What follows belongs to an exercise in optimizing a design on an open flow for small area; a production flow would make more cautious choices. Only simulation tests tie the RTL to the original design; equivalence was not proved. Power and IR drop assume default switching activity.

**design.v**
```verilog
module cic3_clkdiv
    (output logic [14:0] bz,       
     output logic [15:0] by,       
     output logic [15:0] bx,       
     output logic        bnd,      
     output logic        nbnd,     
     output logic        keep,     
     output logic        out_ld,   
     output logic        nout_ld,  
     output logic        xfer,     
     output logic        xclr,     
     input  logic        clk,
     input  logic        reset_n);
logic [7:0] q;       
logic       jv;      
function automatic logic [15:0] radd16(input logic [15:0] a, input logic [15:0] b);
    logic c;
    c = 1'b0;
    for (int i = 0; i < 16; i++) begin
        radd16[i] = a[i] ^ b[i] ^ c;
        c = (a[i] & b[i]) | (c & (a[i] ^ b[i]));
    end
endfunction
logic [7:0]  qn;
logic        jvn;
logic [15:0] dz, dy, dx;    
logic [15:0] bz_nx, by_nx, bx_nx;
always_comb begin
    dz = {8'd0, q};
    dx = {8'hff, q};
    dy = 16'd256 - {7'd0, q, 1'b0};
    bz_nx = radd16({1'b0, bz}, dz);
    by_nx = radd16(by, dy);
    bx_nx = radd16(bx, dx);
    qn  = q + 8'd1;
    jvn = jv | (q == 8'd128);
end
always_ff @(posedge clk or negedge reset_n) begin
    if (!reset_n) begin
        q       <= 8'd129;
        jv      <= 1'b0;
        bnd     <= 1'b0;
        nbnd    <= 1'b1;
        keep    <= 1'b0;
        out_ld  <= 1'b0;
        nout_ld <= 1'b1;
        xfer    <= 1'b0;
        xclr    <= 1'b0;
    end else begin
        q       <= qn;
        jv      <= jvn;
        bnd     <= (qn == 8'd0);
        nbnd    <= (qn != 8'd0);
        keep    <= (qn != 8'd0);
        out_ld  <= (qn == 8'd129) & jvn;
        nout_ld <= ~((qn == 8'd129) & jvn);
        xfer    <= (qn >= 8'd130) & (qn <= 8'd154) & jvn;
        xclr    <= (qn >= 8'd130) & (qn <= 8'd154) & ~jvn;
    end
end
always_ff @(posedge clk) begin
    if (q == 8'd129) begin
        bz <= 15'd8385;         
        by <= 16'd49150;        
        bx <= 16'd8001;         
    end else if (q == 8'd255) begin
        bz <= 15'd32640;        
        by <= 16'd32896;        
        bx <= 16'd32896;        
    end else if (q == 8'd0) begin
        bz <= 15'd0;            
        by <= 16'd32896;        
        bx <= 16'd32640;        
    end else begin
        bz <= bz_nx[14:0];
        by <= by_nx;
        bx <= bx_nx;
    end
end
endmodule
module cic3_echip65_noclk
    (output logic [24:0] out,
     input  logic        in,
     input  logic        clk,
     input  logic        reset_n,
     input  logic [14:0] bz,
     input  logic [15:0] by,
     input  logic [15:0] bx,
     input  logic        bnd,
     input  logic        nbnd,
     input  logic        keep,
     input  logic        out_ld,
     input  logic        nout_ld,
     input  logic        xfer,
     input  logic        xclr);
localparam int ROT = 15;    
logic        x;             
logic [21:0] acc_z;
logic [23:0] acc_y;
logic [24:0] acc_x;
logic [24:0] w3, w2, w1;
function automatic logic [24:0] radd(input logic [24:0] a, input logic [15:0] b);
    logic c;
    logic [24:0] bb;
    bb = {9'd0, b};
    c = 1'b0;
    for (int i = 0; i < 25; i++) begin
        radd[i] = a[i] ^ bb[i] ^ c;
        c = (a[i] & bb[i]) | (c & (a[i] ^ bb[i]));
    end
endfunction
logic [24:0] sz, sy, sx;
logic [24:0] w1_rot;
always_comb begin
    sz = radd({3'd0, acc_z}, {1'b0, bz} & {16{x}});
    sy = radd({1'b0, acc_y}, by & {16{x}});
    sx = radd(acc_x, bx & {16{x}});
    for (int i = 0; i < 25; i++) w1_rot[i] = w1[(i + ROT) % 25];
end
always_ff @(posedge clk) begin
    x <= in;
    acc_z <= {22{keep}} & sz[21:0];
    acc_y <= ({24{bnd}} & {2'd0, sz[21:0]}) | ({24{keep}} & sy[23:0]);
    acc_x <= ({25{bnd}} & {1'b0, sy[23:0]}) | ({25{keep}} & sx);
    w3 <= ({25{bnd}} & acc_x) | ({25{nbnd}} & {w3[23:0], w3[24]});
    w2 <= {w2[23:0], xclr ? 1'b0 : (xfer ? w3[24] : w2[24])};
    w1 <= {w1[23:0], xclr ? 1'b0 : (xfer ? w2[24] : w1[24])};
end
always_ff @(posedge clk or negedge reset_n) begin
    if (!reset_n)
        out <= 25'd0;
    else
        out <= ({25{out_ld}} & w1_rot) | ({25{nout_ld}} & out);
end
endmodule
module cic3_echip65_2x12Row
(
output logic [(25-1):0] out0,
output logic [(25-1):0] out1,
output logic [(25-1):0] out2,
output logic [(25-1):0] out3,
output logic [(25-1):0] out4,
output logic [(25-1):0] out5,
output logic [(25-1):0] out6,
output logic [(25-1):0] out7,
output logic [(25-1):0] out8,
output logic [(25-1):0] out9,
output logic [(25-1):0] out10,
output logic [(25-1):0] out11,
output logic [(25-1):0] out12,
output logic [(25-1):0] out13,
output logic [(25-1):0] out14,
output logic [(25-1):0] out15,
output logic [(25-1):0] out16,
output logic [(25-1):0] out17,
output logic [(25-1):0] out18,
output logic [(25-1):0] out19,
output logic [(25-1):0] out20,
output logic [(25-1):0] out21,
output logic [(25-1):0] out22,
output logic [(25-1):0] out23,
input logic [(24-1):0] in,
input logic clk,
input logic reset_n
);
logic [14:0] bz;
logic [15:0] by, bx;
logic bnd, nbnd, keep, out_ld, nout_ld, xfer, xclr;
logic [24:0] outs [24];
cic3_clkdiv ctrl (
    .bz(bz), .by(by), .bx(bx), .bnd(bnd), .nbnd(nbnd), .keep(keep), .out_ld(out_ld),
    .nout_ld(nout_ld), .xfer(xfer), .xclr(xclr), .clk(clk), .reset_n(reset_n));
genvar k;
generate
    for (k = 0; k < 24; k++) begin : FILTERS
        cic3_echip65_noclk ch (
            .out(outs[k]), .in(in[k]), .clk(clk), .reset_n(reset_n),
            .bz(bz), .by(by), .bx(bx), .bnd(bnd), .nbnd(nbnd), .keep(keep),
            .out_ld(out_ld), .nout_ld(nout_ld), .xfer(xfer), .xclr(xclr));
    end
endgenerate
assign out0  = outs[0];
assign out1  = outs[1];
assign out2  = outs[2];
assign out3  = outs[3];
assign out4  = outs[4];
assign out5  = outs[5];
assign out6  = outs[6];
assign out7  = outs[7];
assign out8  = outs[8];
assign out9  = outs[9];
assign out10 = outs[10];
assign out11 = outs[11];
assign out12 = outs[12];
assign out13 = outs[13];
assign out14 = outs[14];
assign out15 = outs[15];
assign out16 = outs[16];
assign out17 = outs[17];
assign out18 = outs[18];
assign out19 = outs[19];
assign out20 = outs[20];
assign out21 = outs[21];
assign out22 = outs[22];
assign out23 = outs[23];
endmodule
```
**constraint.sdc**
```tcl
create_clock -name core_clock -period 10.0 [get_ports {clk}]
set_input_delay 2.0000 -clock core_clock [delete_from_list [all_inputs] [get_ports {clk}]]
set_output_delay 2.0000 -clock core_clock [all_outputs]
set_load 0.01 [all_outputs]
```
**flow/run.sh**
```bash
#!/bin/bash
# Own layout flow: the standard ORFS flow (standard.sh) with two changes:
#  - the port buffers that buffer_ports inserts are sky130_fd_sc_hd__buf_1
#  - CTS clusters up to 32 sinks within 60 um and inserts no dummy loads
# Every tool's output goes to the ORFS logs under orfs/logs; make's own output
# goes to flow_make.log in this folder.
set -euo pipefail
export BUFFER_PORTS_ARGS="-buffer_cell sky130_fd_sc_hd__buf_1"
export CTS_ARGS="-sink_clustering_enable -repair_clock_nets -sink_clustering_size 32 -sink_clustering_max_diameter 60 -dont_use_dummy_load"
bash standard.sh finish > flow_make.log 2>&1
```
**standard.sh**
```bash
#!/bin/bash
# synth_recipe.tcl (not shown) runs the flow's synth.tcl, then flattens the netlist and writes it again
# the make line also repeats each setting of config.mk as NAME=value (left out here)
make -C /OpenROAD-flow-scripts/flow DESIGN_CONFIG=/design/flow/config.mk WORK_HOME=/design/flow/orfs CLKGATE_MAP_FILE= SYNTH_SCRIPT=/design/flow/synth_recipe.tcl "${@:-finish}"
```
**config.mk**
```make
export PLATFORM = sky130hd
export DESIGN_NAME = cic3_echip65_2x12Row
export DESIGN_NICKNAME = cic3_echip65_2x12Row
export VERILOG_FILES = /design/flow/design.v
export SDC_FILE = /design/flow/constraint.sdc
export NUM_CORES = 8
export LEC_CHECK = 0
export CAP_MARGIN = 20
export CORE_MARGIN = 2
export CORE_UTILIZATION = 65
export CTS_CLUSTER_DIAMETER = 60
export CTS_CLUSTER_SIZE = 28
export SLEW_MARGIN = 20
```
==> results by group, run 1 <==
Finish
  – Final nets: 14350
  – Filler cells: 17080
  – Share of post-route cells with drive strength above 1: 3.36%
  – Final instance area: 161000 um^2
  – Fin util: 69.3%
  – Area growth from synthesis to layout: 6.19%

Route
  – Routed Antenna Nets: 0
  – Residual DRC: 0
  – WL/cell: 21.9 um
  – Via density: 5.73
  – Vias: 90084
  – Number of DRC markers in iteration 0: 6930
  – Routed WL: 345000 um
  – Drt first pass iters: 5

Job
  – Max_cap viols: 0

Power
  – Internal power: 0.0281 W
  – Switching Fraction: 28.7%
  – Sequential share of power: 52.5%
  – Sw power: 0.0113 W
  – Leakage power: 71.1 nW
  – PwrDens: 245 nW/um^2
  – VDD IR-drop max: 0.164 mV
  – Share of power burned in combinational logic: 25.7%
  – Clock power frac: 21.8%

Worst setup path
  – RR Startpoint: ctrl.by[1]
  – Critical path fanouts, max: 23
  – CP Class: reg -> reg
  – Critical path arrival: 9.83 ns
  – Slowest CP cell: dfxtp_2
  – Worst setup path startpoint: ctrl.by[1]
  – Worst path max stage delay: 1.06 ns
  – CP Capture Type: register
  – WP data required: 10.77 ns
  – Cell mode on critical path: fa_1
  – Worst Setup Start Kind: register

Logic synthesis
  – Top post-synthesis cells by area: dfxtp_1, fa_1, dfrtp_1, a22o_1, ha_1
  – Syn_nets: 14213
  – Yosys warnings: 4
  – Top FF cell, synth: dfxtp_1
  – Syn Area/Cell: 12.1 um^2
  – Leading area contributor after synthesis: dfxtp_1
  – Synth top area share: 47.3%
  – Synthesis-stage register bit count: 4190
  – Cell with the most instances after synthesis: dfxtp_1
  – Post-synth top cells: dfxtp_1, nand2_1, a22o_1
  – Asr flop ratio synth: 14.7%
  – Sequential fraction of the synthesis area: 57.4%
  – Number of synthesized flops with an enable pin: 0
  – Mapped cell area: 151000 um^2
  – Synth Instances: 12532
  – Synth unique cells: 48

Floorplanning
  – Die Ht: 487 um
  – Die ar.: 237000 um^2
  – Core Footprint: 232000 um^2
  – Die Wd: 487 um
  – FP Rows: 177
  – Starting Density: 65.2%
  – # IOs: 626

Min path
  – Min-delay src: FILTERS[10].ch.w2[3]
  – Hold Crit Class: reg -> reg

CTS
  – CTS Root Cell: clkbuf_16
  – CTS H-tree depth: 4
  – Reg clk slew, reported paths: 0.10 ns
  – Worst skew pair latency: 0.87 ns
  – CTS sink cnt: 4190
  – CTS Buffer Depth: 3
  – Postcts setup bufs: 0
  – Post_cts resized: 0
  – Hold buffer count at CTS: 0
  – CTS buffer count: 201
  – CTS tree: built

Placement
  – RePlAce Congestion: 0.845
  – Port Buffer Count: 625
  – HPWL Detailed: 223000 um
  – Dpl cell area: 156000 um^2

STA
  – Fin crit share: 90.6%
  – RSZ-0062 raised after global routing: false
  – Setup violators final: 0
  – Worst-Margin Slew: 1.21 ns
  – Fmax: 0.110 GHz
  – Post-route setup TNS: 0 ns
  – Clock skew: 0.0715 ns
  – Final hold slack: 0.285 ns
  – Final hold viol count: 0
  – Max Slew Vio Count: 0
  – Minimum clock period: 9.06 ns
  – Relative slew slack: 19.1%

Global route
  – Total congestion overflow: 0
  – First-pass GRT wire length: 547000 um
  – GRT Total Usage: 29.6%
  – Vias in the first global route: 91526
  – Largest net degree at the start of global routing: 229
  – Initial antenna violation count: 37

Outcome
  – Status: complete, no violations
-- kinds of logic after synthesis --
kind of cell / count (synthesis) / share of synthesized area, %
flops: 4190 / 57.4
compound gates: 2347 / 11.5
mux: 49 / 0.325
fa+ha+maj: 1655 / 18.9
buf+inv: 1979 / 4.98
xor+xnor: 89 / 0.515
simple gates: 2223 / 6.29
-- power groups by stage --
| stage | Sequential, W | Clock (W) | Combinational, W |
|---|---|---|---|
| floorplan | 0.0208 | 0 | 0.00789 |
| global placement | 0.0210 | 0 | 0.00955 |
| detailed placement | 0.0211 | 0 | 0.0101 |
| CTS | 0.0208 | 0.00876 | 0.0102 |
| global route | 0.0210 | 0.00934 | 0.0119 |
| finish | 0.0207 | 0.00859 | 0.0101 |
-- state kept, by name, summed over array words and instances, names as in the netlist, 8 cells and up --
signal / flops
FILTERS.ch.acc_y: 576
ctrl.by: 15
FILTERS.ch.out: 600
FILTERS.ch.acc_z: 528
FILTERS.ch.w3: 600
FILTERS.ch.x: 24
FILTERS.ch.w1: 600
ctrl.bz: 15
FILTERS.ch.w2: 600
FILTERS.ch.acc_x: 600
ctrl.q: 8
ctrl.bx: 16
-- layer usage --
metal / part of all wire, % / vias up / wire, um / global-route usage (%)
met3: 6.8 / 555 / 23500 / 5.30
met1: 44 / 45747 / 151000 / 42.6
met5: 0.025 / - / 86 / 0
met4: 3.2 / 12 / 11200 / 8.34
li1: - / 41327 / - / -
met2: 46 / 2443 / 160000 / 46.6
-- area by class of cell --
type / count / area (um^2) / share of cell area [%]
antenna: 18 / 45.0 / 0.0280
clock buffer: 201 / 5030 / 3.13
inverter: 1148 / 4320 / 2.69
multi-input combinational: 6363 / 56900 / 35.4
sequential: 4190 / 87100 / 54.2
tap: 3043 / 3810 / 2.37
timing repair buffer: 765 / 3620 / 2.25
-- critical path: cells and delay by family, from the launching register on --
| family | cells | cell delay (ns) |
|---|---|---|
| AO/OA/AOI/OAI | 1 | 0.14 |
| adder cells (fa/ha/maj) | 22 | 7.03 |
| flip-flops | 1 | 1.06 |
| XOR/XNOR | 1 | 0.17 |
| buffers and inverters | 3 | 0.43 |
| AND/OR/NAND/NOR | 1 | 0.15 |
-- worst paths after layout --
path	to	slack, ns	depth (start not counted)
setup / recovery	FILTERS[11].ch.acc_x[23]	0.94	28
hold / removal	FILTERS[10].ch.w2[4]	0.29	0
setup reg to reg	FILTERS[11].ch.acc_x[23]	0.94	28
hold reg to reg	FILTERS[10].ch.w2[4]	0.29	0
max in group asynchronous	FILTERS[1].ch.out[23]	6.81	3
min in group asynchronous	FILTERS[14].ch.out[5]	1.07	1
-- placed cells by master, fill, tap and decap left out, drive strengths merged, types with 2 or more instances in the layout --
| master | n |
|---|---|
| dfxtp | 3574 |
| nor3 | 4 |
| nand3 | 10 |
| mux2i | 48 |
| and4 | 4 |
| diode | 18 |
| fa | 1059 |
| a21o | 13 |
| nand2 | 1383 |
| xor2 | 54 |
| nand4 | 4 |
| nor2 | 395 |
| buf | 764 |
| inv | 1148 |
| and3 | 2 |
| or2 | 2 |
| o21a | 5 |
| and2 | 416 |
| xnor2 | 35 |
| ha | 596 |
| a21oi | 6 |
| o22ai | 601 |
| dfstp | 4 |
| o21ai | 422 |
| dfrtp | 612 |
| a22o | 1296 |
| clkbuf | 202 |
-- stage by stage --
stage                     setup slack, ns  std cells  total power, W
final                               0.939      15728          0.0394
after global routing                0.530      15712          0.0423
after CTS                           0.923      15708          0.0397
after detailed placement            0.946      15507          0.0312
after global placement               1.00      15507          0.0305
after floorplan                      1.60      12532          0.0287
==> inputs of run 2 (changes only) <==
==> run.sh (new file) <==
#!/bin/bash
# synth_recipe.tcl (not shown) runs the flow's synth.tcl, then flattens the netlist and writes it again
# the make line also repeats each setting of config.mk as NAME=value (left out here)
make -C /OpenROAD-flow-scripts/flow DESIGN_CONFIG=/design/flow/config.mk WORK_HOME=/design/flow/orfs CLKGATE_MAP_FILE= SYNTH_SCRIPT=/design/flow/synth_recipe.tcl finish
removed: flow/run.sh
removed: standard.sh
==> results by group, run 2 <==
Outcome
  – Status: complete, no violations

CTS
  – CTS tree: built
  – CTS H-tree depth: 4
  – Postcts setup bufs: 0
  – CTS sink cnt: 4190
  – CTS Buffer Depth: 3
  – CTS buffer count: 206
  – Post_cts resized: 0
  – Hold buffer count at CTS: 0
  – CTS Root Cell: clkbuf_16
  – Worst skew pair latency: 0.92 ns
  – Reg clk slew, reported paths: 0.10 ns

Floorplanning
  – Die Wd: 487 um
  – Die ar.: 237000 um^2
  – Core Footprint: 232000 um^2
  – FP Rows: 177
  – Starting Density: 65.2%
  – # IOs: 626
  – Die Ht: 487 um

Route
  – Number of DRC markers in iteration 0: 7012
  – Via density: 5.73
  – Routed Antenna Nets: 0
  – WL/cell: 22.4 um
  – Vias: 91071
  – Routed WL: 355000 um
  – Residual DRC: 0
  – Drt first pass iters: 5

Logic synthesis
  – Asr flop ratio synth: 14.7%
  – Synth unique cells: 48
  – Synth top area share: 47.3%
  – Sequential fraction of the synthesis area: 57.4%
  – Yosys warnings: 4
  – Leading area contributor after synthesis: dfxtp_1
  – Top FF cell, synth: dfxtp_1
  – Top post-synthesis cells by area: dfxtp_1, fa_1, dfrtp_1, a22o_1, ha_1
  – XOR/XNOR share of the synthesized area: 0.515%
  – Synth Area in Compound Gates: 11.5%
  – Synth Instances: 12532
  – Post-synth top cells: dfxtp_1, nand2_1, a22o_1
  – Synth Area in Simple Gates: 6.29%
  – Mapped cell area: 151000 um^2
  – Post-Synth Adder-Cell Area: 18.9%
  – Main combinational cell family by area after synthesis: adder cells
  – Syn_nets: 14213
  – Mux cell area share after synthesis: 0.325%
  – Synthesis-stage register bit count: 4190
  – Number of synthesized flops with an enable pin: 0
  – Cell with the most instances after synthesis: dfxtp_1
  – Syn Area/Cell: 12.1 um^2

Worst setup path
  – RR Startpoint: ctrl.bx[0]
  – Register-to-Register Path Depth: 30
  – Critical path fanouts, max: 8
  – Critical path arrival: 10.10 ns
  – Reg2Reg Setup Slack: 0.70 ns
  – Slowest CP cell: fa_1
  – Reg2reg end: FILTERS[23].ch.acc_x[23]
  – WP data required: 10.80 ns
  – CP Capture Type: register
  – CP Class: reg -> reg
  – Worst path max stage delay: 0.48 ns
  – Worst Setup Start Kind: register
  – Cell mode on critical path: fa_1

Power
  – Clock power frac: 24.9%
  – Sequential share of power: 50.4%
  – Leakage power: 73.5 nW
  – PwrDens: 246 nW/um^2
  – Design Power: 0.0411 W
  – Sw power: 0.0121 W
  – Share of power burned in combinational logic: 24.7%
  – Switching Fraction: 29.5%
  – Internal power: 0.0290 W
  – VDD IR-drop max: 0.214 mV

Global route
  – First-pass GRT wire length: 556000 um
  – GRT Total Usage: 30.4%
  – Largest net degree at the start of global routing: 227
  – Initial antenna violation count: 30
  – Vias in the first global route: 92266
  – Total congestion overflow: 0

Finish
  – Most frequent cells in the layout: dfxtp_1, nand2_1, a22o_1
  – Area growth from synthesis to layout: 10.1%
  – Final nets: 14336
  – Finished Layout Cells: 15883
  – Filler cells: 16456
  – Share of post-route cells with drive strength above 1: 4.36%
  – Commonest non-fill, non-tap cell in the layout: dfxtp_1

STA
  – Clock skew: 0.0412 ns
  – RSZ-0062 raised after global routing: false
  – Relative slew slack: 20.0%
  – Final hold viol count: 0
  – Fin crit share: 93.0%
  – Worst-Margin Slew: 1.20 ns
  – Post-route setup TNS: 0 ns
  – Setup violators final: 0
  – Minimum clock period: 9.30 ns
  – Fmax: 0.107 GHz
  – Max Slew Vio Count: 0

Placement
  – Port Buffer Count: 625
  – # placed instances: 15490
  – RePlAce Congestion: 0.836
  – HPWL Detailed: 225000 um

Min path
  – WHS Endpoint: FILTERS[17].ch.w2[9]
  – Hold Crit Class: reg -> reg
  – Hold Crit Depth: 0
  – Min-delay src: FILTERS[17].ch.w2[8]

Job
  – Max_cap viols: 0
## run 2: cell types whose count changed in the layout (fill, tap and decap cells not counted), moves of 26 or more
cell,delta
clkdlybuf4s50_1,+624
clkbuf_1,+28
clkinv_8,+31
dfxtp_4,+26
buf_1,-624
inv_6,+27
dfxtp_2,-26
## run 2: cell families after synthesis
kind of cell             count (synthesis)
multiplexers                            49
AND/OR/NAND/NOR                       2223
XOR/XNOR                                89
adder cells (fa/ha/maj)               1655
buffers and inverters                 1979
flip-flops                            4190
AO/OA/AOI/OAI                         2347
## run 2: worst max-delay path by stage
| stage | from | to | slack (ns) |
|---|---|---|---|
| after global routing | ctrl.bx[0] | FILTERS[23].ch.acc_x[23] | 0.42 |
| after detailed placement | ctrl.bx[0] | FILTERS[23].ch.acc_x[23] | 0.77 |
| after CTS | ctrl.bx[0] | FILTERS[23].ch.acc_x[23] | 0.67 |
| after floorplan | ctrl.bx[0] | FILTERS[9].ch.acc_x[23] | 1.60 |
| after global placement | ctrl.bx[0] | FILTERS[23].ch.acc_x[23] | 0.70 |
| final | ctrl.bx[0] | FILTERS[23].ch.acc_x[23] | 0.70 |
## run 2: worst max-delay path, delay by kind of cell (launching register included)
kind | cells | cell delay (ns)
compound gates | 1 | 0.23
flops | 1 | 0.34
buf+inv | 4 | 0.68
fa+ha+maj | 24 | 7.78
simple gates | 1 | 0.17
## run 2: layout make-up
type                    count  area, um^2  area share (%)
flip-flops and latches   4190       87100            52.3
multi-input cells        6363       56900            34.1
repair buffers            746        7370            4.42
clock buffers             255        5630            3.37
inverters                1148        4320            2.59
well taps                3043        3810            2.28
clock inverters           128        1590           0.954
diodes                     10        25.0          0.0150
## run 2: through the flow
stage          instance area [um^2]  hold slack, ns  util, %  setup WS (ns)
2_1_floorplan                151000           0.310        -           1.60
3_3_place_gp                 160000           0.310     68.7          0.696
4_1_cts                      167000           0.307     71.8          0.675
6_report                     167000           0.318     71.8          0.696
3_5_place_dp                 160000           0.312     68.7          0.773
5_1_grt                      167000           0.319     71.8          0.421
## run 2: layer usage
| metal | wire length [um] | part of all wire, % | vias to the layer above | global-route usage [%] |
|---|---|---|---|---|
| li1 | - | - | 41528 | - |
| met1 | 152000 | 43 | 46425 | 42.6 |
| met2 | 166000 | 47 | 2534 | 48.3 |
| met3 | 24100 | 6.8 | 572 | 5.49 |
| met4 | 12500 | 3.5 | 12 | 9.34 |
| met5 | 84 | 0.024 | - | 0 |
## run 2: power groups by stage
stage | Clock [W] | Sequential [W] | Combinational, W
2_1_floorplan | 0 | 0.0208 | 0.00789
3_3_place_gp | 0 | 0.0210 | 0.00956
3_5_place_dp | 0 | 0.0211 | 0.0101
4_1_cts | 0.0104 | 0.0207 | 0.0102
5_1_grt | 0.0110 | 0.0210 | 0.0119
6_report | 0.0102 | 0.0207 | 0.0102
==> inputs of run 3 (changes only) <==
--- a/design.v
+++ b/design.v
@@ -8,11 +8,11 @@
      output logic        out_ld,   
      output logic        nout_ld,  
      output logic        xfer,     
-     output logic        xclr,     
+     output logic        nxfer,    
      input  logic        clk,
      input  logic        reset_n);
 logic [7:0] q;       
-logic       jv;      
+logic [1:0] pc;      
 function automatic logic [15:0] radd16(input logic [15:0] a, input logic [15:0] b);
     logic c;
     c = 1'b0;
@@ -22,7 +22,7 @@
     end
 endfunction
 logic [7:0]  qn;
-logic        jvn;
+logic [1:0]  pcn;
 logic [15:0] dz, dy, dx;    
 logic [15:0] bz_nx, by_nx, bx_nx;
 always_comb begin
@@ -33,29 +33,29 @@
     by_nx = radd16(by, dy);
     bx_nx = radd16(bx, dx);
     qn  = q + 8'd1;
-    jvn = jv | (q == 8'd128);
+    pcn = ((q == 8'd128) && (pc != 2'd3)) ? pc + 2'd1 : pc;
 end
 always_ff @(posedge clk or negedge reset_n) begin
     if (!reset_n) begin
         q       <= 8'd129;
-        jv      <= 1'b0;
+        pc      <= 2'd0;
         bnd     <= 1'b0;
         nbnd    <= 1'b1;
         keep    <= 1'b0;
         out_ld  <= 1'b0;
         nout_ld <= 1'b1;
         xfer    <= 1'b0;
-        xclr    <= 1'b0;
+        nxfer   <= 1'b1;
     end else begin
         q       <= qn;
-        jv      <= jvn;
+        pc      <= pcn;
         bnd     <= (qn == 8'd0);
         nbnd    <= (qn != 8'd0);
         keep    <= (qn != 8'd0);
-        out_ld  <= (qn == 8'd129) & jvn;
-        nout_ld <= ~((qn == 8'd129) & jvn);
-        xfer    <= (qn >= 8'd130) & (qn <= 8'd154) & jvn;
-        xclr    <= (qn >= 8'd130) & (qn <= 8'd154) & ~jvn;
+        out_ld  <= (qn == 8'd129) & (pcn == 2'd3);
+        nout_ld <= ~((qn == 8'd129) & (pcn == 2'd3));
+        xfer    <= (qn >= 8'd130) & (qn <= 8'd154);
+        nxfer   <= ~((qn >= 8'd130) & (qn <= 8'd154));
     end
 end
 always_ff @(posedge clk) begin
@@ -92,8 +92,9 @@
      input  logic        out_ld,
      input  logic        nout_ld,
      input  logic        xfer,
-     input  logic        xclr);
+     input  logic        nxfer);
 localparam int ROT = 15;    
+localparam logic [24:0] INV = 25'b1010010101010101010101010;   
 logic        x;             
 logic [21:0] acc_z;
 logic [23:0] acc_y;
@@ -122,15 +123,15 @@
     acc_z <= {22{keep}} & sz[21:0];
     acc_y <= ({24{bnd}} & {2'd0, sz[21:0]}) | ({24{keep}} & sy[23:0]);
     acc_x <= ({25{bnd}} & {1'b0, sy[23:0]}) | ({25{keep}} & sx);
-    w3 <= ({25{bnd}} & acc_x) | ({25{nbnd}} & {w3[23:0], w3[24]});
-    w2 <= {w2[23:0], xclr ? 1'b0 : (xfer ? w3[24] : w2[24])};
-    w1 <= {w1[23:0], xclr ? 1'b0 : (xfer ? w2[24] : w1[24])};
+    w3 <= ~(({25{bnd}} & acc_x) | ({25{nbnd}} & {w3[23:0], w3[24]}));
+    w2 <= {w2[23:0], (xfer & w3[24]) | (nxfer & w2[24])};
+    w1 <= {w1[23:0], (xfer & w2[24]) | (nxfer & w1[24])};
 end
 always_ff @(posedge clk or negedge reset_n) begin
     if (!reset_n)
         out <= 25'd0;
     else
-        out <= ({25{out_ld}} & w1_rot) | ({25{nout_ld}} & out);
+        out <= ({25{out_ld}} & (w1_rot ^ INV)) | ({25{nout_ld}} & out);
 end
 endmodule
 module cic3_echip65_2x12Row
@@ -165,18 +166,18 @@
 );
 logic [14:0] bz;
 logic [15:0] by, bx;
-logic bnd, nbnd, keep, out_ld, nout_ld, xfer, xclr;
+logic bnd, nbnd, keep, out_ld, nout_ld, xfer, nxfer;
 logic [24:0] outs [24];
 cic3_clkdiv ctrl (
     .bz(bz), .by(by), .bx(bx), .bnd(bnd), .nbnd(nbnd), .keep(keep), .out_ld(out_ld),
-    .nout_ld(nout_ld), .xfer(xfer), .xclr(xclr), .clk(clk), .reset_n(reset_n));
+    .nout_ld(nout_ld), .xfer(xfer), .nxfer(nxfer), .clk(clk), .reset_n(reset_n));
 genvar k;
 generate
     for (k = 0; k < 24; k++) begin : FILTERS
         cic3_echip65_noclk ch (
             .out(outs[k]), .in(in[k]), .clk(clk), .reset_n(reset_n),
             .bz(bz), .by(by), .bx(bx), .bnd(bnd), .nbnd(nbnd), .keep(keep),
-            .out_ld(out_ld), .nout_ld(nout_ld), .xfer(xfer), .xclr(xclr));
+            .out_ld(out_ld), .nout_ld(nout_ld), .xfer(xfer), .nxfer(nxfer));
     end
 endgenerate
 assign out0  = outs[0];
==> flow/run.sh (new file) <==
#!/bin/bash
# Own layout flow: the standard ORFS flow (standard.sh) with two changes:
#  - the port buffers that buffer_ports inserts are sky130_fd_sc_hd__buf_1
#  - CTS clusters up to 26 sinks within 80 um and inserts no dummy loads
# Every tool's output goes to the ORFS logs under orfs/logs; make's own output
# goes to flow_make.log in this folder.
set -euo pipefail
export BUFFER_PORTS_ARGS="-buffer_cell sky130_fd_sc_hd__buf_1"
export CTS_ARGS="-sink_clustering_enable -repair_clock_nets -sink_clustering_size 26 -sink_clustering_max_diameter 80 -dont_use_dummy_load"
bash standard.sh finish > flow_make.log 2>&1
==> standard.sh (new file) <==
#!/bin/bash
# synth_recipe.tcl (not shown) runs the flow's synth.tcl, then flattens the netlist and writes it again
# the make line also repeats each setting of config.mk as NAME=value (left out here)
make -C /OpenROAD-flow-scripts/flow DESIGN_CONFIG=/design/flow/config.mk WORK_HOME=/design/flow/orfs CLKGATE_MAP_FILE= SYNTH_SCRIPT=/design/flow/synth_recipe.tcl "${@:-finish}"
--- a/config.mk
+++ b/config.mk
@@ -8,6 +8,4 @@
 export CAP_MARGIN = 20
 export CORE_MARGIN = 2
 export CORE_UTILIZATION = 65
-export CTS_CLUSTER_DIAMETER = 60
-export CTS_CLUSTER_SIZE = 28
 export SLEW_MARGIN = 20
removed: run.sh
==> results by group, run 3 <==
Outcome
  – Status: complete, no violations

Floorplanning
  – Die ar.: 235000 um^2
  – Die Wd: 485 um
  – Core Footprint: 230000 um^2
  – Die Ht: 485 um
  – FP Rows: 176
  – # IOs: 626
  – Starting Density: 65.4%

CTS
  – Worst skew pair latency: 0.89 ns
  – CTS H-tree depth: 4
  – Post_cts resized: 0
  – CTS tree: built
  – Hold buffer count at CTS: 0
  – CTS sink cnt: 4191
  – Reg clk slew, reported paths: 0.10 ns
  – CTS Buffer Depth: 3
  – CTS buffer count: 186
  – CTS Root Cell: clkbuf_16
  – Postcts setup bufs: 0

Logic synthesis
  – Yosys warnings: 4
  – Leading area contributor after synthesis: dfxtp_1
  – Synth top area share: 47.6%
  – Sequential fraction of the synthesis area: 57.8%
  – Syn_nets: 14125
  – Mapped cell area: 150000 um^2
  – Cell with the most instances after synthesis: dfxtp_1
  – Synth Area in Compound Gates: 11.5%
  – Main combinational cell family by area after synthesis: adder cells
  – Synthesis-stage register bit count: 4191
  – Synth Instances: 12443
  – Top FF cell, synth: dfxtp_1
  – Asr flop ratio synth: 14.7%
  – Top post-synthesis cells by area: dfxtp_1, fa_1, dfrtp_1, ha_1, a22o_1
  – Syn Area/Cell: 12.1 um^2
  – Synth unique cells: 51
  – Post-synth top cells: dfxtp_1, nand2_1, inv_1
  – XOR/XNOR share of the synthesized area: 0.513%
  – Synth Area in Simple Gates: 6.09%
  – Number of synthesized flops with an enable pin: 0
  – Mux cell area share after synthesis: 0.0141%
  – Post-Synth Adder-Cell Area: 19.1%

Placement
  – Worst slack, placed: 0.894 ns
  – RePlAce Congestion: 0.856
  – HPWL Detailed: 213000 um
  – Port Buffer Count: 625

Route
  – Routed WL: 342000 um
  – Number of DRC markers in iteration 0: 6644
  – Routed Antenna Nets: 0
  – Drt first pass iters: 6
  – Via density: 5.79
  – Residual DRC: 0
  – WL/cell: 22.0 um
  – Vias: 90180

Global route
  – Total congestion overflow: 0
  – Largest net degree at the start of global routing: 232
  – Vias in the first global route: 92511
  – GRT Total Usage: 29.6%
  – Initial antenna violation count: 20
  – First-pass GRT wire length: 545000 um

Worst setup path
  – Top delay family on crit path: adder cells
  – Worst Setup Start Kind: register
  – WP data required: 10.75 ns
  – Crit path buf inv count: 3
  – Register-to-Register Path Depth: 29
  – CP Class: reg -> reg
  – CP Capture Type: register
  – Critical path arrival: 9.86 ns
  – Slowest CP cell: fa_1
  – Reg2Reg Setup Slack: 0.89 ns
  – Worst path max stage delay: 0.45 ns
  – Critical path fanouts, max: 14
  – RR Startpoint: ctrl.bx[0]
  – Reg2reg end: FILTERS[23].ch.acc_x[23]
  – Cell mode on critical path: fa_1

Power
  – Leakage power: 73.7 nW
  – VDD IR-drop max: 0.161 mV
  – PwrDens: 246 nW/um^2

Min path
  – WHS Endpoint: FILTERS[14].ch.w2[8]
  – Hold Crit Class: reg -> reg
  – Min-delay src: FILTERS[14].ch.w2[7]
  – Hold Crit Depth: 0

STA
  – Setup violators final: 0
  – Fmax: 0.110 GHz
  – Final worst setup slack: 0.888 ns
  – Relative slew slack: 16.2%
  – RSZ-0062 raised after global routing: false
  – Fin crit share: 91.1%
  – Worst-Margin Slew: 1.26 ns
  – Max Slew Vio Count: 0
  – Post-route setup TNS: 0 ns
  – Clock skew: 0.0894 ns
  – Minimum clock period: 9.11 ns
  – Final hold viol count: 0

Job
  – Max_cap viols: 0

Finish
  – Most frequent cells in the layout: dfxtp_1, nand2_1, inv_1
  – Final nets: 14223
  – Area growth from synthesis to layout: 5.88%
  – Share of post-route cells with drive strength above 1: 2.97%
  – Commonest non-fill, non-tap cell in the layout: dfxtp_1
==> run 3: per-stage QoR <==
stage / utilization, % / hold slack [ns] / area [um^2] / std cells / total power (W)
3_5_place_dp: 67.1 / 0.312 / 154000 / 15378 / 0.0312
5_1_grt: 69.2 / 0.284 / 159000 / 15566 / 0.0419
3_3_place_gp: 67.1 / 0.310 / 154000 / 15378 / 0.0306
6_report: 69.2 / 0.271 / 159000 / 15580 / 0.0391
4_1_cts: 69.2 / 0.277 / 159000 / 15564 / 0.0394
2_1_floorplan: - / 0.310 / 150000 / 12443 / 0.0288
==> run 3: layer usage <==
| metal | track usage (%) | share of wire [%] | vias to the layer above |
|---|---|---|---|
| li1 | - | - | 41068 |
| met3 | 4.99 | 6.7 | 513 |
| met5 | 0 | 0.014 | - |
| met4 | 9.24 | 3.3 | 8 |
| met2 | 47.2 | 47 | 2638 |
| met1 | 41.7 | 43 | 45953 |
==> run 3: worst max path at each step <==
stage,startpoint,end,slack [ns],cells past startpoint
after floorplan,ctrl.bx[0],FILTERS[9].ch.acc_x[23],1.60,29
after global placement,ctrl.bx[0],FILTERS[16].ch.acc_x[23],1.0,29
after detailed placement,ctrl.bx[0],FILTERS[16].ch.acc_x[23],0.89,29
after CTS,ctrl.bx[0],FILTERS[16].ch.acc_x[23],0.88,29
after global routing,ctrl.bx[0],FILTERS[23].ch.acc_x[23],0.54,29
final,ctrl.bx[0],FILTERS[23].ch.acc_x[23],0.89,29
==> run 3: cell type report <==
| class | instances | area (um^2) |
|---|---|---|
| sequential | 4191 | 87100 |
| fill | 17038 | 70900 |
| multi-input combinational | 6274 | 55900 |
| clock buffer | 186 | 4650 |
| inverter | 1147 | 4330 |
| tap | 3026 | 3790 |
| timing repair buffer | 741 | 3380 |
| antenna | 15 | 37.5 |
==> run 3: cell families after synthesis <==
family / after synthesis
AO/OA/AOI/OAI: 2396
XOR/XNOR: 88
adder cells (fa/ha/maj): 1656
buffers and inverters: 1978
flip-flops: 4191
multiplexers: 2
AND/OR/NAND/NOR: 2132
==> run 3: power by group <==
part	internal [W]	leakage [nW]	switching, W	total (W)
Clock	0.00333	2.29	0.00492	0.00825
Combinational	0.00473	33.2	0.00521	0.00994
Sequential	0.0198	38.1	0.00111	0.0209
Total	0.0279	73.7	0.0112	0.0391
==> run 3: worst reg2reg max path, delay by kind of cell (launching register included) <==
kind,cells,cell delay [ns]
flip-flops,1,0.36
AO/OA/AOI/OAI,1,0.22
adder cells (fa/ha/maj),24,7.72
buffers and inverters,3,0.52
AND/OR/NAND/NOR,1,0.20
==> inputs of run 4 (changes only) <==
==> flow/run.sh (replaced) <==
#!/bin/bash
# Own layout flow: the standard ORFS flow (standard.sh) with two changes:
#  - the port buffers that buffer_ports inserts are sky130_fd_sc_hd__buf_1
#  - CTS clusters up to 30 sinks within 70 um and inserts no dummy loads
# Every tool's output goes to the ORFS logs under orfs/logs; make's own output
# goes to flow_make.log in this folder.
set -euo pipefail
export BUFFER_PORTS_ARGS="-buffer_cell sky130_fd_sc_hd__buf_1"
export CTS_ARGS="-sink_clustering_enable -repair_clock_nets -sink_clustering_size 30 -sink_clustering_max_diameter 70 -dont_use_dummy_load"
bash standard.sh finish > flow_make.log 2>&1
--- a/config.mk
+++ b/config.mk
@@ -7,5 +7,5 @@
 export LEC_CHECK = 0
 export CAP_MARGIN = 20
 export CORE_MARGIN = 2
-export CORE_UTILIZATION = 65
+export CORE_UTILIZATION = 70
 export SLEW_MARGIN = 20
==> results by group, run 4 <==
Finish
  – Commonest non-fill, non-tap cell in the layout: dfxtp_1
  – Area growth from synthesis to layout: 5.66%
  – Filler cells: 14736
  – Share of post-route cells with drive strength above 1: 2.94%
  – Fin util: 74.3%
  – Final nets: 14224
  – Most frequent cells in the layout: dfxtp_1, nand2_1, inv_1

Worst setup path
  – Crit path buf inv count: 3
  – CP Capture Type: register
  – Critical path fanouts, max: 14
  – WP data required: 10.72 ns
  – Worst setup path startpoint: ctrl.bx[0]
  – CP Class: reg -> reg
  – Slowest CP cell: fa_1
  – RR Startpoint: ctrl.bx[0]
  – Reg2Reg Setup Slack: 0.86 ns
  – Reg2reg end: FILTERS[20].ch.acc_x[23]
  – Worst Setup Start Kind: register
  – Cell mode on critical path: fa_1
  – Critical path arrival: 9.86 ns
  – Worst path max stage delay: 0.45 ns
  – Top delay family on crit path: adder cells
  – Register-to-Register Path Depth: 29

Floorplanning
  – Die ar.: 219000 um^2
  – # IOs: 626
  – FP Rows: 170
  – Die Wd: 468 um
  – Core Footprint: 214000 um^2
  – Die Ht: 468 um
  – Starting Density: 70.3%

CTS
  – Hold buffer count at CTS: 0
  – CTS Buffer Depth: 3
  – Post_cts resized: 0
  – CTS sink cnt: 4191
  – CTS tree: built
  – Postcts setup bufs: 0
  – CTS H-tree depth: 4
  – CTS Root Cell: clkbuf_16
  – Worst skew pair latency: 0.88 ns
  – Reg clk slew, reported paths: 0.11 ns
  – CTS buffer count: 180

STA
  – Worst-Margin Slew: 1.21 ns
  – RSZ-0062 raised after global routing: false
  – Max Slew Vio Count: 0
  – Clock skew: 0.0720 ns
  – Fmax: 0.109 GHz
  – Minimum clock period: 9.14 ns
  – Relative slew slack: 19.6%
  – Final worst setup slack: 0.860 ns
  – Setup violators final: 0
  – Fin crit share: 91.4%
  – Final hold viol count: 0
  – Post-route setup TNS: 0 ns
  – Final hold slack: 0.278 ns

Placement
  – HPWL Detailed: 216000 um
  – Worst slack, placed: 0.869 ns
  – RePlAce Congestion: 0.857
  – Port Buffer Count: 625

Route
  – Routed Antenna Nets: 0
  – Routed WL: 341000 um
  – Via density: 5.88
  – Drt first pass iters: 6
  – Residual DRC: 0
  – Vias: 90547
  – Number of DRC markers in iteration 0: 7459
  – WL/cell: 22.1 um

Power
  – PwrDens: 246 nW/um^2
  – VDD IR-drop max: 0.216 mV
  – Leakage power: 73.6 nW

Logic synthesis
  – Number of synthesized flops with an enable pin: 0
  – Cell with the most instances after synthesis: dfxtp_1
  – Mapped cell area: 150000 um^2
  – Synth top area share: 47.6%
  – Syn_nets: 14125
  – Synthesis-stage register bit count: 4191
  – Yosys warnings: 4
  – Syn Area/Cell: 12.1 um^2
  – Sequential fraction of the synthesis area: 57.8%
  – Asr flop ratio synth: 14.7%
  – Post-synth top cells: dfxtp_1, nand2_1, inv_1
  – Top post-synthesis cells by area: dfxtp_1, fa_1, dfrtp_1, ha_1, a22o_1
  – Leading area contributor after synthesis: dfxtp_1
  – Synth unique cells: 51
  – Synth Instances: 12443
  – Top FF cell, synth: dfxtp_1

Min path
  – Hold Crit Depth: 0
  – Hold Crit Class: reg -> reg
  – WHS Endpoint: FILTERS[5].ch.w2[9]
  – Min-delay src: FILTERS[5].ch.w2[8]

Outcome
  – Status: complete, no violations

Global route
  – GRT Total Usage: 31.5%
  – First-pass GRT wire length: 535000 um
  – Largest net degree at the start of global routing: 246
  – Initial antenna violation count: 24
  – Total congestion overflow: 0
  – Vias in the first global route: 92121

Job
  – Max_cap viols: 0
==> run 4: stage by stage <==
step,cells,power [W],instance area (um^2)
6_report,15393,0.0390,159000
5_1_grt,15387,0.0418,159000
4_1_cts,15374,0.0393,159000
3_5_place_dp,15194,0.0312,154000
3_3_place_gp,15194,0.0305,154000
2_1_floorplan,12443,0.0288,150000
==> run 4: metal layers <==
layer | wire length (um) | up-vias | global-route usage [%]
met1 | 142000 | 45996 | 43.3
met3 | 24900 | 635 | 6.00
met2 | 159000 | 2842 | 49.9
met5 | 54 | - | 0
met4 | 15200 | 6 | 12.3
li1 | - | 41068 | -
==> run 4: report_power, final <==
group	internal (W)	switching, W	leakage, nW
Sequential	0.0198	0.00112	38.1
Combinational	0.00473	0.00524	33.3
Clock	0.00323	0.00490	2.22
Total	0.0278	0.0113	73.6
==> run 4: layout make-up <==
type | instances | area, um^2 | share of cell area [%]
well taps | 2838 | 3550 | 2.23
repair buffers | 748 | 3470 | 2.18
diodes | 15 | 37.5 | 0.0236
clock buffers | 180 | 4500 | 2.83
multi-input cells | 6274 | 55900 | 35.2
flip-flops and latches | 4191 | 87100 | 54.8
inverters | 1147 | 4330 | 2.72
==> run 4: how the worst max path moves through the flow <==
stage / endpoint / slack (ns) / cells after the start
after floorplan: FILTERS[9].ch.acc_x[23] / 1.60 / 29
after global placement: FILTERS[20].ch.acc_x[23] / 0.96 / 29
after detailed placement: FILTERS[20].ch.acc_x[23] / 0.87 / 29
after CTS: FILTERS[20].ch.acc_x[23] / 0.83 / 29
after global routing: FILTERS[20].ch.acc_x[23] / 0.52 / 29
final: FILTERS[20].ch.acc_x[23] / 0.86 / 29
==> run 4: worst reg2reg max path, delay by kind of cell, from the launching register on <==
kind | cells | cell delay, ns
and+or+nand+nor | 1 | 0.21
adders and majority gates | 24 | 7.77
buffers and inverters | 3 | 0.52
DFF | 1 | 0.35
AOI/OAI and AO/OA | 1 | 0.22
==> run 4: cell families after synthesis <==
group | after synthesis | synth area share (%)
adder cells (fa/ha/maj) | 1656 | 19.1
flip-flops | 4191 | 57.8
multiplexers | 2 | 0.0141
buffers and inverters | 1978 | 4.97
AND/OR/NAND/NOR | 2132 | 6.09
XOR/XNOR | 88 | 0.513
AO/OA/AOI/OAI | 2396 | 11.5
==> inputs of run 5 (changes only) <==
--- a/config.mk
+++ b/config.mk
@@ -7,5 +7,5 @@
 export LEC_CHECK = 0
 export CAP_MARGIN = 20
 export CORE_MARGIN = 2
-export CORE_UTILIZATION = 70
+export CORE_UTILIZATION = 65
 export SLEW_MARGIN = 20
==> results by group, run 5 <==
Logic synthesis
  – Leading area contributor after synthesis: dfxtp_1
  – Syn Area/Cell: 12.1 um^2
  – Syn_nets: 14125
  – Cell with the most instances after synthesis: dfxtp_1
  – Asr flop ratio synth: 14.7%
  – Top FF cell, synth: dfxtp_1
  – Synth top area share: 47.6%
  – Sequential fraction of the synthesis area: 57.8%
  – Synth unique cells: 51
  – Number of synthesized flops with an enable pin: 0
  – Mapped cell area: 150000 um^2
  – Synth Instances: 12443
  – Synthesis-stage register bit count: 4191
  – Top post-synthesis cells by area: dfxtp_1, fa_1, dfrtp_1, ha_1, a22o_1
  – Post-synth top cells: dfxtp_1, nand2_1, inv_1
  – Yosys warnings: 4

Route
  – Number of DRC markers in iteration 0: 7101
  – WL/cell: 21.9 um
  – Routed Antenna Nets: 0
  – Routed WL: 341000 um
  – Residual DRC: 0
  – Via density: 5.79
  – Drt first pass iters: 6
  – Vias: 90182

STA
  – Post-route setup TNS: 0 ns
  – Fin crit share: 91.2%
  – Worst-Margin Slew: 1.32 ns
  – Setup violators final: 0
  – Relative slew slack: 12.1%
  – Minimum clock period: 9.12 ns
  – Fmax: 0.110 GHz
  – RSZ-0062 raised after global routing: false
  – Clock skew: 0.0672 ns
  – Final hold viol count: 0
  – Max Slew Vio Count: 0

CTS
  – Reg clk slew, reported paths: 0.10 ns
  – CTS tree: built
  – CTS Buffer Depth: 3
  – Hold buffer count at CTS: 0
  – Postcts setup bufs: 0
  – CTS sink cnt: 4191
  – CTS Root Cell: clkbuf_16
  – CTS H-tree depth: 4
  – Worst skew pair latency: 0.86 ns
  – CTS buffer count: 186
  – Post_cts resized: 0

Floorplanning
  – Core Footprint: 230000 um^2
  – # IOs: 626
  – FP Rows: 176
  – Starting Density: 65.4%
  – Die Wd: 485 um
  – Die ar.: 235000 um^2
  – Die Ht: 485 um

Power
  – Leakage power: 73.7 nW
  – VDD IR-drop max: 0.146 mV
  – PwrDens: 246 nW/um^2
  – Design Power: 0.0391 W

Global route
  – Total congestion overflow: 0
  – GRT Total Usage: 29.5%
  – Vias in the first global route: 92204
  – Initial antenna violation count: 17
  – Largest net degree at the start of global routing: 232
  – First-pass GRT wire length: 544000 um

Placement
  – Dpl cell area: 154000 um^2
  – # placed instances: 15378
  – RePlAce Congestion: 0.856
  – Port Buffer Count: 625
  – HPWL Detailed: 213000 um

Worst setup path
  – Worst Setup Start Kind: register
  – CP Capture Type: register
  – RR Startpoint: ctrl.bx[0]
  – Register-to-Register Path Depth: 29
  – Cell mode on critical path: fa_1
  – Reg2reg end: FILTERS[23].ch.acc_x[23]
  – Critical path fanouts, max: 14
  – Slowest CP cell: fa_1
  – WP data required: 10.72 ns
  – Reg2Reg Setup Slack: 0.88 ns
  – Critical path arrival: 9.84 ns
  – Worst path max stage delay: 0.44 ns
  – CP Class: reg -> reg

Finish
  – Share of post-route cells with drive strength above 1: 2.97%
  – Final nets: 14222
  – Final instance area: 159000 um^2
  – Fin util: 69.2%
  – Commonest non-fill, non-tap cell in the layout: dfxtp_1
  – Finished Layout Cells: 15576
  – Most frequent cells in the layout: dfxtp_1, nand2_1, inv_1
  – Area growth from synthesis to layout: 5.85%

Min path
  – Min-delay src: FILTERS[15].ch.w2[3]
  – WHS Endpoint: FILTERS[15].ch.w2[4]
  – Hold Crit Depth: 0
  – Hold Crit Class: reg -> reg

Job
  – Max_cap viols: 0

Outcome
  – Status: complete, no violations
==> run 5: cell families (layout without fill, tap and decap cells) <==
kind of cell | after synthesis | count (layout) | synth area share [%]
buffers and inverters | 1978 | 2073 | 4.97
other | 0 | 12 | 0
and+or+nand+nor | 2132 | 2132 | 6.09
muxes | 2 | 2 | 0.0141
adders and majority gates | 1656 | 1656 | 19.1
xor gates and xnor gates | 88 | 88 | 0.513
DFF | 4191 | 4191 | 57.8
AOI/OAI and AO/OA | 2396 | 2396 | 11.5
==> run 5: cell type report <==
type	instances	area (um^2)
Antenna cell	12	30.0
Clock buffer	186	4650
Fill cell	17033	70900
Inverter	1147	4330
Multi-Input combinational cell	6274	55900
Sequential cell	4191	87100
Tap cell	3026	3790
Timing Repair Buffer	740	3350
==> run 5: how the worst max path moves through the flow <==
stage                     from                       end  slack, ns  depth (start not counted)
finish              ctrl.bx[0]  FILTERS[23].ch.acc_x[23]       0.88                         29
CTS                 ctrl.bx[0]  FILTERS[23].ch.acc_x[23]       0.88                         29
floorplan           ctrl.bx[0]   FILTERS[9].ch.acc_x[23]       1.60                         29
detailed placement  ctrl.bx[0]  FILTERS[16].ch.acc_x[23]       0.89                         29
global route        ctrl.bx[0]  FILTERS[23].ch.acc_x[23]       0.50                         29
global placement    ctrl.bx[0]  FILTERS[16].ch.acc_x[23]        1.0                         29
==> run 5: report_power, final <==
part | switching [W] | internal (W)
Combinational | 0.00520 | 0.00473
Sequential | 0.00111 | 0.0198
Clock | 0.00491 | 0.00333
==> run 5: through the flow <==
stage	hold slack, ns	setup slack, ns
floorplan	0.310	1.60
global placement	0.310	0.996
detailed placement	0.312	0.894
CTS	0.275	0.877
global route	0.281	0.496
finish	0.283	0.884
==> run 5: per-layer routing <==
layer  global-route usage [%]  part of all wire, %  vias to the layer above
li1                         -                    -                    41066
met1                     41.7                   43                    46071
met2                     47.2                   47                     2531
met3                     4.76                  6.6                      506
met4                     8.90                  3.4                        8
met5                        0                0.017                        -
==> run 5: critical path: cells and delay by family (launching register included) <==
kind                     cells  cell delay (ns)
AO/OA/AOI/OAI                1             0.22
AND/OR/NAND/NOR              1             0.19
buffers and inverters        3             0.53
adder cells (fa/ha/maj)     24             7.68
flip-flops                   1             0.36
==> inputs of run 6 (changes only) <==
==> run.sh (new file) <==
#!/bin/bash
# synth_recipe.tcl (not shown) runs the flow's synth.tcl, then flattens the netlist and writes it again
# the make line also repeats each setting of config.mk as NAME=value (left out here)
make -C /OpenROAD-flow-scripts/flow DESIGN_CONFIG=/design/flow/config.mk WORK_HOME=/design/flow/orfs CLKGATE_MAP_FILE= SYNTH_SCRIPT=/design/flow/synth_recipe.tcl finish
--- a/config.mk
+++ b/config.mk
@@ -8,4 +8,6 @@
 export CAP_MARGIN = 20
 export CORE_MARGIN = 2
 export CORE_UTILIZATION = 65
+export CTS_CLUSTER_DIAMETER = 60
+export CTS_CLUSTER_SIZE = 28
 export SLEW_MARGIN = 20
removed: flow/run.sh
removed: standard.sh
==> results by group, run 6 <==
Outcome
  – Status: complete, no violations

Power
  – Sw power: 0.0122 W
  – Clock power frac: 24.8%
  – PwrDens: 248 nW/um^2
  – VDD IR-drop max: 0.224 mV
  – Sequential share of power: 50.9%
  – Internal power: 0.0289 W
  – Share of power burned in combinational logic: 24.3%
  – Leakage power: 76.2 nW
  – Design Power: 0.0411 W
  – Switching Fraction: 29.6%

Route
  – Number of DRC markers in iteration 0: 7233
  – Via density: 5.77
  – Vias: 90947
  – Drt first pass iters: 6
  – WL/cell: 22.2 um
  – Residual DRC: 0
  – Routed WL: 350000 um
  – Routed Antenna Nets: 0

Logic synthesis
  – Top post-synthesis cells by area: dfxtp_1, fa_1, dfrtp_1, ha_1, a22o_1
  – Syn_nets: 14125
  – Asr flop ratio synth: 14.7%
  – Synth Instances: 12443
  – Synth top area share: 47.6%
  – Number of synthesized flops with an enable pin: 0
  – Syn Area/Cell: 12.1 um^2
  – Top FF cell, synth: dfxtp_1
  – Mapped cell area: 150000 um^2
  – Yosys warnings: 4
  – Leading area contributor after synthesis: dfxtp_1
  – Synth unique cells: 51
  – Cell with the most instances after synthesis: dfxtp_1
  – Sequential fraction of the synthesis area: 57.8%
  – Synthesis-stage register bit count: 4191
  – Post-synth top cells: dfxtp_1, nand2_1, inv_1

Job
  – Max_cap viols: 0

Floorplanning
  – # IOs: 626
  – FP Rows: 176
  – Core Footprint: 230000 um^2
  – Starting Density: 65.4%
  – Die Ht: 485 um
  – Die Wd: 485 um
  – Die ar.: 235000 um^2

CTS
  – Hold buffer count at CTS: 0
  – Postcts setup bufs: 0
  – Reg clk slew, reported paths: 0.09 ns
  – CTS Root Cell: clkbuf_16
  – CTS H-tree depth: 4
  – CTS sink cnt: 4191
  – CTS Buffer Depth: 3
  – Post_cts resized: 0
  – Worst skew pair latency: 0.90 ns
  – CTS tree: built
  – CTS buffer count: 207

Worst setup path
  – RR Startpoint: ctrl.bx[0]
  – Critical path fanouts, max: 14
  – Cell mode on critical path: fa_1
  – Reg2reg end: FILTERS[11].ch.acc_x[23]
  – CP Class: reg -> reg
  – Worst Setup Start Kind: register
  – CP Capture Type: register
  – Slowest CP cell: fa_1
  – WP data required: 10.79 ns
  – Critical path arrival: 9.90 ns
  – Reg2Reg Setup Slack: 0.89 ns
  – Register-to-Register Path Depth: 29
  – Worst path max stage delay: 0.47 ns

Min path
  – WHS Endpoint: FILTERS[14].ch.w2[21]
  – Hold Crit Class: reg -> reg
  – Hold Crit Depth: 0
  – Min-delay src: FILTERS[14].ch.w2[20]

Finish
  – Final nets: 14236
  – Most frequent cells in the layout: dfxtp_1, nand2_1, inv_1
  – Area growth from synthesis to layout: 10.1%
  – Share of post-route cells with drive strength above 1: 4.11%
  – Commonest non-fill, non-tap cell in the layout: dfxtp_1

STA
  – RSZ-0062 raised after global routing: false
  – Fmax: 0.110 GHz
  – Worst-Margin Slew: 1.21 ns
  – Fin crit share: 91.1%
  – Max Slew Vio Count: 0
  – Final hold viol count: 0
  – Minimum clock period: 9.11 ns
  – Clock skew: 0.0374 ns
  – Relative slew slack: 19.3%
  – Setup violators final: 0
  – Final worst setup slack: 0.894 ns
  – Post-route setup TNS: 0 ns

Global route
  – Initial antenna violation count: 32
  – GRT Total Usage: 30.1%
  – Largest net degree at the start of global routing: 242
  – Vias in the first global route: 92844
  – Total congestion overflow: 0
  – First-pass GRT wire length: 552000 um

Placement
  – HPWL Detailed: 218000 um
  – RePlAce Congestion: 0.846
  – Port Buffer Count: 625
  – Worst slack, placed: 0.850 ns
## run 6: cell count changes in the layout (fill, tap and decap cells not counted), sizes merged
cell	before	now
buf	739	109
clkinv	0	53
bufinv	0	6
clkinvlp	0	4
clkdlybuf4s50	0	624
diode	12	17
inv	1147	1212
clkbuf	187	254
## run 6: cells by family (layout without fill, tap and decap cells)
| group | Yosys count | count (layout) | synth area share [%] |
|---|---|---|---|
| muxes | 2 | 2 | 0.0141 |
| xor gates and xnor gates | 88 | 88 | 0.513 |
| DFF | 4191 | 4191 | 57.8 |
| adders and majority gates | 1656 | 1656 | 19.1 |
| AOI/OAI and AO/OA | 2396 | 2396 | 11.5 |
| and+or+nand+nor | 2132 | 2132 | 6.09 |
| other | 0 | 17 | 0 |
| buffers and inverters | 1978 | 2262 | 4.97 |
## run 6: stage by stage
| stage | util [%] | hold WS, ns | std cells | instance area [um^2] |
|---|---|---|---|---|
| after floorplan | - | 0.310 | 12443 | 150000 |
| after global placement | 68.8 | 0.310 | 15370 | 158000 |
| after detailed placement | 68.8 | 0.312 | 15371 | 158000 |
| after CTS | 71.9 | 0.323 | 15753 | 166000 |
| after global routing | 72.0 | 0.323 | 15765 | 166000 |
| final | 72.0 | 0.316 | 15770 | 166000 |
## run 6: worst max path at each step
stage,start,end,slack [ns],depth (start not counted)
after floorplan,ctrl.bx[0],FILTERS[9].ch.acc_x[23],1.60,29
after global placement,ctrl.bx[0],FILTERS[11].ch.acc_x[23],0.99,29
after detailed placement,ctrl.bx[0],FILTERS[11].ch.acc_x[23],0.85,29
after CTS,ctrl.bx[0],FILTERS[11].ch.acc_x[23],0.83,29
after global routing,ctrl.bx[0],FILTERS[11].ch.acc_x[23],0.46,29
final,ctrl.bx[0],FILTERS[11].ch.acc_x[23],0.89,29
## run 6: power groups by stage
stage / combinational, W / sequential, W / clock, W
after floorplan: 0.00778 / 0.0210 / 0
after global placement: 0.00937 / 0.0212 / 0
after detailed placement: 0.00990 / 0.0213 / 0
after CTS: 0.0100 / 0.0210 / 0.0104
after global routing: 0.0117 / 0.0212 / 0.0110
final: 0.00997 / 0.0209 / 0.0102
## run 6: final cells by class
| cell class | count | area (um^2) |
|---|---|---|
| diodes | 17 | 42.5 |
| well taps | 3026 | 3790 |
| clock buffers | 254 | 5540 |
| inverters | 1147 | 4330 |
| multi-input cells | 6274 | 55900 |
| clock inverters | 128 | 1640 |
| repair buffers | 733 | 7240 |
| fillers | 16195 | 64500 |
| flip-flops and latches | 4191 | 87100 |
## run 6: critical path: cells and delay by family (launching register included)
family | cells | cell delay [ns]
buffers and inverters | 3 | 0.51
DFF | 1 | 0.34
adders and majority gates | 24 | 7.70
AOI/OAI and AO/OA | 1 | 0.22
and+or+nand+nor | 1 | 0.21
## run 6: layer usage
metal	vias to the layer above	track usage, %	wire (um)	part of all wire (%)
li1	41355	-	-	-
met1	46318	41.8	147000	42
met2	2735	48.1	164000	47
met3	533	5.67	25700	7.4
met4	6	9.42	12000	3.4
met5	-	0.449	56	0.016

==> what the ideal ports hide <==
Ports are ideal in the flow. The routed layouts listed here were re-timed in OpenROAD. Step 1 (the two cells are an assumption about what drives the block):
set clk [get_ports {clk}]
set_driving_cell -lib_cell sky130_fd_sc_hd__clkbuf_16 $clk
set_driving_cell -lib_cell sky130_fd_sc_hd__buf_2 [delete_from_list [all_inputs] $clk]
Step 2 also shifts input and output timing later by t, the mid clock arrival at the registers, as if the neighbouring blocks saw the same clock. Three values: ideal, step 1, step 2; two values: the first two.
run | t, ns | setup WS [ns] | latest minus earliest clock arrival (ns) | worst slew at a driven data input, ns
run 1 | 0.943 | 0.939 / 0.939 / 0.939 | 0.098 / 0.098 | 0.34
run 2 | 1.007 | 0.696 / 0.696 / 0.696 | 0.043 / 0.043 | 0.22
run 3 | 0.925 | 0.888 / 0.888 / 0.888 | 0.102 / 0.102 | 0.10
run 4 | 0.933 | 0.860 / 0.860 / 0.860 | 0.084 / 0.085 | 0.19
run 5 | 0.930 | 0.884 / 0.884 / 0.884 | 0.107 / 0.107 | 0.09
run 6 | 0.978 | 0.894 / 0.894 / 0.894 | 0.044 / 0.044 | 0.26
After both steps every run listed still meets setup and hold.
